Context: an optimization exercise on an open-source flow, tuned for small area and a short achievable clock period. The choices shown serve that exercise and are no tape-out recipe. No run shown here included a check of the RTL's function; only the layout flow was run.

==> flow/design.v, too long to show whole: its modules and the start of the top module <==
// module addmuladd_3_stage_signed_18_bit_xor_reduction: 1335 lines
module addmuladd_3_stage_signed_18_bit_xor_reduction(
	input signed [17:0] a,
	input signed [17:0] b,
	input signed [17:0] c,
	input signed [17:0] d,
	output [17:0] out,
	input clk);
  // ...
==> flow/flow/run.sh <==
#!/bin/bash
# The standard layout (standard.sh), with these changes:
#  - after the standard synthesis, inverters around full-adder cells are removed by
#    flipping the polarity of full adders (invopt2.py); registers are not touched;
#  - ports are buffered with buf_1 cells (the resizer upsizes them where timing needs it);
#  - timing repair aims at a larger setup margin than the design's clock needs, so
#    the layout is optimised for the period it achieves.
set -euo pipefail
MARGIN=6.9
R=$PWD/orfs/results/sky130hd/addmuladd_3_stage_signed_18_bit_xor_reduction/base
bash standard.sh $R/1_2_yosys.v > synth.log 2>&1
cp $R/1_2_yosys.v $R/1_2_yosys_std.v
python3 flow/invopt2.py $R/1_2_yosys_std.v $R/1_2_yosys.v > invopt.log 2>&1
bash standard.sh SETUP_SLACK_MARGIN=$MARGIN "BUFFER_PORTS_ARGS=-buffer_cell sky130_fd_sc_hd__buf_1" finish > layout.log 2>&1
==> flow/flow/invopt2.py <==
#!/usr/bin/env python3
"""Global inverter minimisation around full adders in a flat Yosys netlist.

A full adder is self-dual: FA(~a, ~b, ~c) = (~sum, ~cout), so each sky130 fa cell may be
"flipped" (fed the complements of its inputs, giving the complements of its outputs)
without changing the function of the netlist. xor/xnor gates absorb an inverted input
by swapping xor <-> xnor, and an xor/xnor driver can give either polarity the same way.
This script removes every inverter, chooses the flips by local search to need as few
inverters as possible, and puts back one inverter per net that some load needs inverted.
Flip-flops and ports are not changed.
usage: invopt2.py IN.v OUT.v
"""
import re, sys, random

src = open(sys.argv[1]).read()
m_first = re.search(r'^\s*sky130_fd_sc_hd__\w+\s', src, re.M)
m_end = src.rfind('endmodule')
head = src[:m_first.start()]
cell_txt = src[m_first.start():m_end]
assert 'assign' not in cell_txt, 'assign statements are not handled'

cell_re = re.compile(r'(sky130_fd_sc_hd__\w+)\s+(\\\S+\s|\S+)\s*\((.*?)\);', re.S)
pin_re = re.compile(r'\.(\w+)\(\s*(\\\S+\s|[^()\s]+)\s*\)')
OUTPINS = {'X', 'Y', 'Q', 'Q_N', 'SUM', 'COUT', 'HI', 'LO'}

cells = {}
order = []
for m in cell_re.finditer(cell_txt):
    typ, name, body = m.group(1), m.group(2).strip(), m.group(3)
    cells[name] = [typ, {p: n.strip() for p, n in pin_re.findall(body)}]
    order.append(name)

ports_out = set()
for m in re.finditer(r'^\s*output\s+(\[(\d+):(\d+)\]\s*)?(\S+);', head, re.M):
    if m.group(1):
        hi, lo = int(m.group(2)), int(m.group(3))
        for i in range(min(hi, lo), max(hi, lo) + 1): ports_out.add(f"{m.group(4)}[{i}]")
    else:
        ports_out.add(m.group(4))

def kind(t):
    b = re.sub(r'^sky130_fd_sc_hd__', '', t)
    if re.match(r'(clk)?inv(lp)?_\d+$', b): return 'inv'
    if re.match(r'fa_\d+$', b): return 'fa'
    if re.match(r'x(n)?or[23]_\d+$', b): return 'xor'
    return 'other'

TOGGLE = {}
for k in ('2', '3'):
    for sz in ('1', '2', '4'):
        TOGGLE[f'sky130_fd_sc_hd__xor{k}_{sz}'] = f'sky130_fd_sc_hd__xnor{k}_{sz}'
        TOGGLE[f'sky130_fd_sc_hd__xnor{k}_{sz}'] = f'sky130_fd_sc_hd__xor{k}_{sz}'
def outpin(t): return 'Y' if re.match(r'sky130_fd_sc_hd__xnor2_', t) else 'X'

# inverters that drive ports stay as ordinary cells
invs = {n for n, (t, p) in cells.items() if kind(t) == 'inv' and p['Y'] not in ports_out}
for n, (t, p) in cells.items():
    if kind(t) == 'xor': assert t in TOGGLE, t
driver = {}
for n, (t, p) in cells.items():
    for pin, net in p.items():
        if pin in OUTPINS: driver[net] = (n, pin)

def resolve(net):
    par = 0
    while net in driver and driver[net][0] in invs:
        net = cells[driver[net][0]][1]['A']; par ^= 1
    return net, par

# sinks per root: (cell, pin, parity); ports as (None, net, parity)
sinks = {}
for n, (t, p) in cells.items():
    if n in invs: continue
    for pin, net in p.items():
        if pin in OUTPINS: continue
        r, q = resolve(net)
        sinks.setdefault(r, []).append((n, pin, q))
for net in ports_out:
    r, q = resolve(net)
    if r != net or net not in driver:
        sinks.setdefault(r, []).append((None, net, q))

fas = [n for n in order if kind(cells[n][0]) == 'fa']
pinned = set()
for f in fas:
    for pin in ('SUM', 'COUT'):
        if cells[f][1][pin] in ports_out: pinned.add(f)
phi = {f: 0 for f in fas}

def root_drv(r):
    d = driver.get(r)
    return d[0] if d else None

def root_cost(r):
    d = root_drv(r)
    pd = phi.get(d, 0) if d else 0
    s0 = s1 = False
    for (c, pin, q) in sinks.get(r, []):
        if c is not None and kind(cells[c][0]) == 'xor': continue
        need = q ^ (phi.get(c, 0) if c else 0) ^ pd
        if need: s1 = True
        else: s0 = True
    if d and kind(cells[d][0]) == 'xor' and r not in ports_out:
        return 1 if (s0 and s1) else 0
    return 1 if s1 else 0

roots = set(sinks)
fa_roots = {}
for f in fas:
    rs = set()
    t, p = cells[f]
    for pin, net in p.items():
        rs.add(resolve(net)[0] if pin not in OUTPINS else net)
    fa_roots[f] = [r for r in rs if r in roots]

def total():
    return sum(root_cost(r) for r in roots)

def delta(f):
    rs = fa_roots[f]
    b = sum(root_cost(r) for r in rs)
    phi[f] ^= 1
    a = sum(root_cost(r) for r in rs)
    phi[f] ^= 1
    return a - b

def descend():
    improved = True
    while improved:
        improved = False
        for f in fas:
            if f in pinned: continue
            if delta(f) < 0:
                phi[f] ^= 1; improved = True

before = len(invs)
descend()
best = dict(phi); best_cost = total()
rng = random.Random(1)
for it in range(60):
    phi.update(best)
    for f in rng.sample(fas, max(1, len(fas) // 10)):
        if f not in pinned: phi[f] ^= 1
    descend()
    c = total()
    if c < best_cost:
        best, best_cost = dict(phi), c
phi.update(best)

# rebuild
for n in invs: del cells[n]
new_wires = []
cnt = [0]
for r in sorted(roots):
    d = root_drv(r)
    pd = phi.get(d, 0) if d else 0
    need = []
    for (c, pin, q) in sinks[r]:
        nd = q ^ (phi.get(c, 0) if c else 0) ^ pd
        need.append((c, pin, nd))
    nonx = [x for x in need if x[0] is None or kind(cells[x[0]][0]) != 'xor']
    if d and kind(cells[d][0]) == 'xor' and r not in ports_out and nonx and all(x[2] for x in nonx):
        # give the inverted polarity at the driver
        t = cells[d][0]; o = outpin(t)
        cells[d][0] = TOGGLE[t]; del cells[d][1][o]; cells[d][1][outpin(cells[d][0])] = r
        need = [(c, pin, nd ^ 1) for (c, pin, nd) in need]
    rn = None
    for (c, pin, nd) in need:
        if c is not None and kind(cells[c][0]) == 'xor':
            cells[c][1][pin] = r
            if nd:
                t = cells[c][0]; o = outpin(t); on = cells[c][1].pop(o)
                cells[c][0] = TOGGLE[t]; cells[c][1][outpin(cells[c][0])] = on
            continue
        if c is None:
            # output port: its net must carry the value
            if nd == 0 and pin == r: continue
            cnt[0] += 1
            if nd:
                cells[f"_invopt_cell_{cnt[0]}_"] = ['sky130_fd_sc_hd__inv_1', {'A': r, 'Y': pin}]
            else:
                cells[f"_invopt_cell_{cnt[0]}_"] = ['sky130_fd_sc_hd__buf_1', {'A': r, 'X': pin}]
            order.append(f"_invopt_cell_{cnt[0]}_")
            continue
        if nd:
            if rn is None:
                cnt[0] += 1
                rn = f"_invopt_n{cnt[0]}_"
                new_wires.append(rn)
                cells[f"_invopt_cell_{cnt[0]}_"] = ['sky130_fd_sc_hd__inv_1', {'A': r, 'Y': rn}]
                order.append(f"_invopt_cell_{cnt[0]}_")
            cells[c][1][pin] = rn
        else:
            cells[c][1][pin] = r
after = sum(1 for t, p in cells.values() if kind(t) == 'inv')
sys.stderr.write(f"invopt2: inverters {before} -> {after} (flipped {sum(phi.values())} of {len(fas)} full adders)\n")

def fmt(n): return n + ' ' if n.startswith('\\') else n
out = [head.rstrip('\n') + '\n']
for w in new_wires: out.append(f"  wire {w};\n")
for name in order:
    if name not in cells: continue
    typ, pins = cells[name]
    pl = ",\n".join(f"    .{p}({fmt(n)})" for p, n in pins.items())
    out.append(f"  {typ} {fmt(name)} (\n{pl}\n  );\n")
out.append("endmodule\n")
open(sys.argv[2], 'w').write(''.join(out))
==> flow/standard.sh <==
#!/bin/bash
# synth_recipe.tcl (not shown) runs the flow's synth.tcl, then flattens the netlist and writes it again
# the make line also repeats each setting of config.mk as NAME=value (left out here)
make -C /OpenROAD-flow-scripts/flow DESIGN_CONFIG=/design/flow/config.mk WORK_HOME=/design/flow/orfs CLKGATE_MAP_FILE= SYNTH_SCRIPT=/design/flow/synth_recipe.tcl "${@:-finish}"
==> flow/config.mk <==
export PLATFORM = sky130hd
export DESIGN_NAME = addmuladd_3_stage_signed_18_bit_xor_reduction
export DESIGN_NICKNAME = addmuladd_3_stage_signed_18_bit_xor_reduction
export VERILOG_FILES = /design/flow/design.v
export SDC_FILE = /design/flow/constraint.sdc
export NUM_CORES = 4
export LEC_CHECK = 0
export ABC_AREA = 1
export CAP_MARGIN = 20
export CORE_MARGIN = 2
export CORE_UTILIZATION = 40
export CTS_BUF_LIST = sky130_fd_sc_hd__clkbuf_4 sky130_fd_sc_hd__clkbuf_8
export SLEW_MARGIN = 20
==> flow/constraint.sdc <==
create_clock -name core_clock -period 10.0 [get_ports {clk}]
set_input_delay 2.0000 -clock core_clock [delete_from_list [all_inputs] [get_ports {clk}]]
set_output_delay 2.0000 -clock core_clock [all_outputs]
set_load 0.01 [all_outputs]
==> notes.md, run 1 <==
Hold Path Sink=q_r[1]$_DFF_P_; die area=0.0336 mm^2; crit path to=q_r[34]$_DFF_P_; met2 usage=0.323; status=complete, no violations; Top reg by flops=q_r; synthesized area per cell=8.87 um^2; nets=approximately 1,800; WL met3=2040 um; most frequent cells in the layout=nand2_1, inv_1, o22ai_1, xor2_1, fa_1; Max Used Layer=met4; vias in the first global route=9,913; # IOs=between 90 and 100; R2R cell count=6; max reg flops=77; #MultiIn Comb=1,047; Critical Path Fanout Max=18; routed wl met2=roughly 15,000 um; Layout clock buffers=18; Critical path origin=twon_r[6]$_DFF_P_; setup ws final=6.97 ns; invs w/o clock=roughly 160; layout cell share with drive strength beyond 1=0.121
==> run 2, diff against run 1 <==
--- a/flow/design.v
+++ b/flow/design.v
@@ -972,4 +972,4 @@
 	assign fc96 = (fs91 & fc80) | (fs91 & fs93) | (fc80 & fs93);
-	assign hs97 = q24 ^ q25;
-	assign hc98 = q24 & q25;
+	assign hs97 = fc82 ^ fs95;
+	assign hc98 = fc82 & fs95;
 	assign fs99 = c_r[13] ^ pp0_13 ^ pp1_11;
@@ -986,4 +986,4 @@
 	assign fc110 = (fs105 & fc94) | (fs105 & fs107) | (fc94 & fs107);
-	assign hs111 = q27 ^ q28;
-	assign hc112 = q27 & q28;
+	assign hs111 = fc96 ^ fs109;
+	assign hc112 = fc96 & fs109;
 	assign fs113 = c_r[14] ^ neg_r[7] ^ pp0_14;
@@ -1002,4 +1002,4 @@
 	assign fc126 = (fs121 & fc108) | (fs121 & fs123) | (fc108 & fs123);
-	assign hs127 = q29 ^ q30;
-	assign hc128 = q29 & q30;
+	assign hs127 = fc110 ^ fs125;
+	assign hc128 = fc110 & fs125;
 	assign fs129 = c_r[15] ^ pp0_15 ^ pp1_13;
@@ -1018,4 +1018,4 @@
 	assign fc142 = (fs137 & fc124) | (fs137 & fs139) | (fc124 & fs139);
-	assign hs143 = q31 ^ q32;
-	assign hc144 = q31 & q32;
+	assign hs143 = fc126 ^ fs141;
+	assign hc144 = fc126 & fs141;
 	assign fs145 = c_r[16] ^ pr8_r[0] ^ neg_r[8];
@@ -1036,4 +1036,4 @@
 	assign fc160 = (fs155 & fc140) | (fs155 & fs157) | (fc140 & fs157);
-	assign hs161 = q33 ^ q34;
-	assign hc162 = q33 & q34;
+	assign hs161 = fc142 ^ fs159;
+	assign hc162 = fc142 & fs159;
 	assign fs163 = ~(~c_r[17] ^ pr8_r[1]);
@@ -1054,4 +1054,4 @@
 	assign fc178 = (fc156 & fs173) | (fc156 & fc158) | (fs173 & fc158);
-	assign fs179 = q35 ^ q36 ^ q37;
-	assign fc180 = (q35 & q36) | (q35 & q37) | (q36 & q37);
+	assign fs179 = q34 ^ q35 ^ q36;
+	assign fc180 = (q34 & q35) | (q34 & q36) | (q35 & q36);
 	assign fs181 = pr8_r[2] ^ pr9_r[0] ^ neg_r[9];
@@ -1090,4 +1090,4 @@
 	assign fc214 = (fs209 & fc194) | (fs209 & fs211) | (fc194 & fs211);
-	assign hs215 = q41 ^ q42;
-	assign hc216 = q41 & q42;
+	assign hs215 = fc196 ^ fs213;
+	assign hc216 = fc196 & fs213;
 	assign fs217 = pr9_r[2] ^ pp1_18 ^ pp2_16;
@@ -1106,4 +1106,4 @@
 	assign fc230 = (fs225 & fc210) | (fs225 & fc212) | (fc210 & fc212);
-	assign fs231 = q43 ^ q44 ^ q45;
-	assign fc232 = (q43 & q44) | (q43 & q45) | (q44 & q45);
+	assign fs231 = q42 ^ q43 ^ q44;
+	assign fc232 = (q42 & q43) | (q42 & q44) | (q43 & q44);
 	assign fs233 = ~(pp2_17 ^ pp3_15);
@@ -1122,4 +1122,4 @@
 	assign fc246 = (fs241 & fc228) | (fs241 & fs243) | (fc228 & fs243);
-	assign hs247 = q46 ^ q47;
-	assign hc248 = q46 & q47;
+	assign hs247 = fc230 ^ fs245;
+	assign hc248 = fc230 & fs245;
 	assign fs249 = pp2_18 ^ pp3_16 ^ pp4_14;
@@ -1136,4 +1136,4 @@
 	assign fc260 = (fc242 & fs255) | (fc242 & fc244) | (fs255 & fc244);
-	assign fs261 = q48 ^ q49 ^ q50;
-	assign fc262 = (q48 & q49) | (q48 & q50) | (q49 & q50);
+	assign fs261 = q47 ^ q48 ^ q49;
+	assign fc262 = (q47 & q48) | (q47 & q49) | (q48 & q49);
 	assign fs263 = ~(pp3_17 ^ pp4_15);
@@ -1150,4 +1150,4 @@
 	assign fc274 = (fs269 & fc258) | (fs269 & fs271) | (fc258 & fs271);
-	assign hs275 = q51 ^ q52;
-	assign hc276 = q51 & q52;
+	assign hs275 = fc260 ^ fs273;
+	assign hc276 = fc260 & fs273;
 	assign fs277 = pp3_18 ^ pp4_16 ^ pp5_14;
@@ -1162,4 +1162,4 @@
 	assign fc286 = (fc270 & fs281) | (fc270 & fs283) | (fs281 & fs283);
-	assign fs287 = q53 ^ q54 ^ q55;
-	assign fc288 = (q53 & q54) | (q53 & q55) | (q54 & q55);
+	assign fs287 = q52 ^ q53 ^ q54;
+	assign fc288 = (q52 & q53) | (q52 & q54) | (q53 & q54);
 	assign fs289 = ~(pp4_17 ^ pp5_15);
@@ -1174,4 +1174,4 @@
 	assign fc298 = (fs293 & fc284) | (fs293 & fs295) | (fc284 & fs295);
-	assign hs299 = q56 ^ q57;
-	assign hc300 = q56 & q57;
+	assign hs299 = fc286 ^ fs297;
+	assign hc300 = fc286 & fs297;
 	assign fs301 = pp4_18 ^ pp5_16 ^ pp6_14;
@@ -1184,4 +1184,4 @@
 	assign fc308 = (fs303 & fc294) | (fs303 & fs305) | (fc294 & fs305);
-	assign fs309 = q58 ^ q59 ^ q60;
-	assign fc310 = (q58 & q59) | (q58 & q60) | (q59 & q60);
+	assign fs309 = q57 ^ q58 ^ q59;
+	assign fc310 = (q57 & q58) | (q57 & q59) | (q58 & q59);
 	assign fs311 = ~(pp5_17 ^ pp6_15);
@@ -1237,6 +1237,6 @@
 	always @(posedge clk) begin
-		q_r <= {hs359, fs357, hc356, hs355, fc352, fs351, hc348, hs347, fc342, fs341, hc336, hs335, fc328, fs327, hc320, hs319, fc298, fs307, fc296, fs297, fc286, fc274, fs285, fc272, fs273, fc260, fs259, fc246, fs257, fs245, fc230, fs229, fc214, fs227, fs213, fc196, fs195, fc178, fs193, fs177, fc160, fs175, fs159, fc142, fs141, fc126, fs125, fc110, fs109, fc96, hc84, fs95, fc82, hs83, fs81, hs71, hc60, hs59, hc50, hs49, fs47, hs39, fs37, hs31, fs29, hs23, fs21, hs17, fs15, hs11, fs9, hs7, fs5, hs3, pp0_1, hs1, pp0_0};
+		q_r <= {hs359, fs357, hc356, hs355, fc352, fs351, hc348, hs347, fc342, fs341, hc336, hs335, fc328, fs327, hc320, hs319, hc300, fc298, fs307, fc296, hs299, hc276, fc274, fs285, fc272, hs275, hc248, fs259, fc246, fs257, hs247, hc216, fs229, fc214, fs227, hs215, fs195, fc178, fs193, hc162, fs177, fc160, fs175, hs161, hc144, hs143, hc128, hs127, hc112, hs111, hc98, hs97, hc84, hs83, fs81, hs71, hc60, hs59, hc50, hs49, fs47, hs39, fs37, hs31, fs29, hs23, fs21, hs17, fs15, hs11, fs9, hs7, fs5, hs3, pp0_1, hs1, pp0_0};
 	end
-	wire [35:0] x = {1'b1, q74, q72, q70, q68, q66, q64, q62, fc310, hc300, fc288, hc276, fc262, hc248, fc232, hc216, fc198, fc180, hc162, hc144, hc128, hc112, hc98, q26, q22, q20, q18, q16, q14, q12, q10, q8, q6, q4, q2, q0};
-	wire [35:0] y = {q76, q75, q73, q71, q69, q67, q65, q63, q61, fs309, hs299, fs287, hs275, fs261, hs247, fs231, hs215, fs197, fs179, hs161, hs143, hs127, hs111, hs97, q23, q21, q19, q17, q15, q13, q11, q9, q7, q5, q3, q1};
+	wire [35:0] x = {1'b1, q74, q72, q70, q68, q66, q64, q62, fc310, q60, fc288, q55, fc262, q50, fc232, q45, fc198, fc180, q37, q32, q30, q28, q26, q24, q22, q20, q18, q16, q14, q12, q10, q8, q6, q4, q2, q0};
+	wire [35:0] y = {q76, q75, q73, q71, q69, q67, q65, q63, q61, fs309, q56, fs287, q51, fs261, q46, fs231, q41, fs197, fs179, q33, q31, q29, q27, q25, q23, q21, q19, q17, q15, q13, q11, q9, q7, q5, q3, q1};
 	wire [35:0] qg = x & y, qp = x ^ y;
@@ -1329,5 +1329,6 @@
 	wire qk21 = qk20 | (qkp20 & qG0_3);
-	reg [0:0] par_r;
+	reg [1:0] par_r;
 	always @(posedge clk) begin
-		par_r[0] <= (qG0_3 & qhd_1) ^ (qk1 & qhd_2) ^ (qk9 & qhd_3) ^ (qk10 & qhd_4) ^ (qk16 & qhd_5) ^ (qk17 & qhd_6) ^ (qk18 & qhd_7) ^ (qk19 & qhd_8) ^ qp[0] ^ qp[1] ^ qp[2] ^ qp[3] ^ qp[4] ^ qp[5] ^ qp[6] ^ qp[7] ^ qp[8] ^ qp[9] ^ qp[10] ^ qp[11] ^ qp[12] ^ qp[13] ^ qp[14] ^ qp[15] ^ qp[16] ^ qp[17] ^ qp[18] ^ qp[19] ^ qp[20] ^ qp[21] ^ qp[22] ^ qp[23] ^ qp[24] ^ qp[25] ^ qp[26] ^ qp[27] ^ qp[28] ^ qp[29] ^ qp[30] ^ qp[31] ^ qp[32] ^ qp[33] ^ qp[34] ^ qp[35] ^ qh0_0 ^ qh0_1 ^ qh0_2 ^ qh0_3 ^ qh0_4 ^ qh0_5 ^ qh0_6 ^ qh0_7 ^ qh0_8;
+		par_r[0] <= (qG0_3 & qhd_1) ^ (qk9 & qhd_3) ^ (qk16 & qhd_5) ^ (qk18 & qhd_7) ^ qp[0] ^ qp[1] ^ qp[2] ^ qp[3] ^ qp[4] ^ qp[5] ^ qp[6] ^ qp[7] ^ qp[8] ^ qp[9] ^ qp[10] ^ qp[11] ^ qp[12] ^ qp[13] ^ qp[14] ^ qp[15] ^ qp[16] ^ qp[17] ^ qp[18] ^ qp[19] ^ qp[20] ^ qp[21] ^ qp[22];
+		par_r[1] <= (qk1 & qhd_2) ^ (qk10 & qhd_4) ^ (qk17 & qhd_6) ^ (qk19 & qhd_8) ^ qp[23] ^ qp[24] ^ qp[25] ^ qp[26] ^ qp[27] ^ qp[28] ^ qp[29] ^ qp[30] ^ qp[31] ^ qp[32] ^ qp[33] ^ qp[34] ^ qp[35] ^ qh0_0 ^ qh0_1 ^ qh0_2 ^ qh0_3 ^ qh0_4 ^ qh0_5 ^ qh0_6 ^ qh0_7 ^ qh0_8;
 	end
==> notes.md, run 2 <==
vias per inst=5.26 (was 5.20); layout cell share with drive strength beyond 1=0.190 (was 0.121); die area=0.0337 mm^2 (was 0.0336 mm^2); hold depth=1 (unchanged); n_diodes=0 (unchanged); total CTS buffers=17 (unchanged); most common cell after layout, fill and taps aside=nand2_1 (unchanged); PortBufs=73 (unchanged); origin of the critical flop-to-flop path=onen_r[2]$_DFF_P_ (was twon_r[6]$_DFF_P_); antenna violations before repair=0 (unchanged); Vert. Die Dim=184 um (was 183 um); final RePlAce weighted congestion=0.916 (was 0.895); Area Overhead vs Synth=18.4% (was 11.7%); reg2reg setup slack=6.84 ns (was 6.97 ns); final wirelength=36,600 um (was 32,800 um); hold_sp=c_r[0]$_DFF_P_ (unchanged); max frequency=316 MHz (was 330 MHz); die width=184 um (was 183 um); total track usage=0.218 (was 0.200); TNS Setup=0 ns (unchanged); Remaining DRCs=0 (unchanged); CTS Hold Bufs=0 (unchanged); synthesized area=0.0129 mm^2 (about the same); Post-Syn Instances=1,440 (was 1,450); fin util=0.483 (was 0.454); H-tree levels=4 (unchanged); CTS clk-pin slew, worst paths=0.09 ns (about the same); Avg WL per Cell=18.5 um (was 17.3 um); Starting Density=0.408 (was 0.406); final hold violation count=0 (unchanged); max cap viols=0 (unchanged); DRT iter0 DRCs=1,001 (was 719); Pre-Repair DR Iteration Count=6 (was 5); status=complete, no violations (unchanged); # IOs=91 (unchanged); R2R cell count=8 (was 6); synthesized area per cell=8.95 um^2 (was 8.87 um^2); critical path class=reg -> reg (unchanged); Pins Over Slew Limit=0 (unchanged); Hold Path Sink=q_r[1]$_DFF_P_ (unchanged); top flop regs=q_r: 77 flops, bn_r: 18 flops, c_r: 18 flops (unchanged); max reg flops=77 (unchanged); cell row count=65 (unchanged); first-pass GRT wire length=56,300 um (was 52,300 um); arrival time worst endpoint=3.52 ns (was 3.37 ns); post-route ant nets=0 (unchanged); CTS tree=yes (unchanged); most frequent cells in the layout=nand2_1, inv_1, o22ai_1, xor2_1, fa_1 (unchanged); CTS root buf=clkbuf_8 (unchanged); Tmin final=3.16 ns (was 3.03 ns); vias in the first global route=10,386 (was 9,913); clock skew=0.0172 ns (was 0.0148 ns); Critical Path Fanout Max=9 (was 18); nets=1,869 (was 1,794); RSZ-0062 raised after global routing=true (unchanged); largest net degree at the start of global routing=20 (was 21); HPWL Detailed=24,900 um (was 23,900 um); Startpoint Class=flop (unchanged); Clock Sinks=150 (was 149); core area=0.0316 mm^2 (unchanged); worst hold path class=reg -> reg (unchanged); Top reg by flops=q_r (unchanged); Clock Tree Buf Depth=2 (unchanged); final instance area=0.0153 mm^2 (was 0.0144 mm^2); Area after DPL=0.0133 mm^2 (about the same); Worst-Skew Late Latency=0.48 ns (was 0.46 ns); grt total ovfl=0 (unchanged); reg-to-reg endpoint=q_r[41]$_DFF_P_ (was q_r[34]$_DFF_P_); Worst EP required=10.36 ns (was 10.34 ns); Critical Path Sink Type=flop (unchanged); total number of yosys warnings=1 (unchanged); period utilization=0.316 (was 0.303); count of final setup violators=0 (unchanged); routed via count=10,407 (was 9,886)
[run 2: per-stage QoR]
step / setup WS (ns) / hold slack (ns) / cells
6_report: 6.84 / 0.469 / 1977
5_1_grt: 6.79 / 0.492 / 1977
3_5_place_dp: 5.94 / 0.454 / 1829
3_3_place_gp: 5.98 / 0.449 / 1829
2_1_floorplan: 6.80 / 0.420 / 1456
4_1_cts: 6.87 / 0.477 / 1954
[run 2: worst max path at each step]
stage                      start               end  cells past startpoint
6_report       onen_r[2]$_DFF_P_   q_r[41]$_DFF_P_                      8
5_1_grt         bn_r[12]$_DFF_P_   q_r[41]$_DFF_P_                      7
3_5_place_dp    neg_r[2]$_DFF_P_   q_r[41]$_DFF_P_                      7
2_1_floorplan              d[17]  pr8_r[1]$_DFF_P_                     11
3_3_place_gp    neg_r[2]$_DFF_P_   q_r[41]$_DFF_P_                      7
4_1_cts         neg_r[2]$_DFF_P_   q_r[41]$_DFF_P_                      8
[run 2: cell type report]
| cell class | instances | area, um^2 |
|---|---|---|
| Clock buffer | 17 | 234 |
| Clock inverter | 15 | 214 |
| Fill cell | 2898 | 16400 |
| Inverter | 163 | 634 |
| Multi-Input combinational cell | 1038 | 9230 |
| Sequential cell | 150 | 3170 |
| Tap cell | 402 | 503 |
| Timing Repair Buffer | 192 | 1290 |
[run 2: critical path, cell delays in order, from the launching register on]
cell and delay (ns):
dfxtp_4 0.47, buf_6 0.20, o22ai_1 0.11, xor2_1 0.16, fa_1 0.44, fa_1 0.45, fa_2 0.39, fa_1 0.51
ha_1 0.31
[run 2: per-layer routing]
layer	share of wire	up-vias	GRT usage	wire length [um]
met3	0.091	148	0.0400	3340
met1	0.42	4811	0.292	15400
li1	-	4875	-	-
met2	0.43	573	0.341	15800
met5	0	-	0	0
met4	0.054	0	0.104	1970
[run 2: what timing repair did]
| action | CTS | global route |
|---|---|---|
| resized for setup | 129 | 59 |
| setup buffers | 93 | 23 |
| setup endpoints to repair | 45 | 22 |
| pin swaps | 12 | 16 |

==> port drivers added, routing unchanged <==
No port has a modelled driver above. Below, the same layouts with a new extraction and two added sets of constraints.
Step 1: set_driving_cell puts a clkbuf_16 on clk and a buf_2 on each other input, an assumption about the parent block.
Step 2 also shifts input and output timing later by t, the mid clock arrival at the registers, as if the neighbouring blocks saw the same clock.
Slacks: ideal / step 1 / step 2; pairs: ideal / step 1.
run	t (ns)	setup slack, ns	worst setup path after step 2	latest minus earliest clock arrival (ns)	worst data-port slew with drivers (ns)
run 1	0.499	6.971 / 6.971 / 6.597	input to register	0.016 / 0.016	0.04
run 2	0.516	6.840 / 6.840 / 6.527	input to register	0.017 / 0.017	0.04
After both steps every run listed still meets setup and hold. For run 1, which loses most, drivers alone change the setup slack by 0.000 ns; drivers and shift together by -0.374 ns.
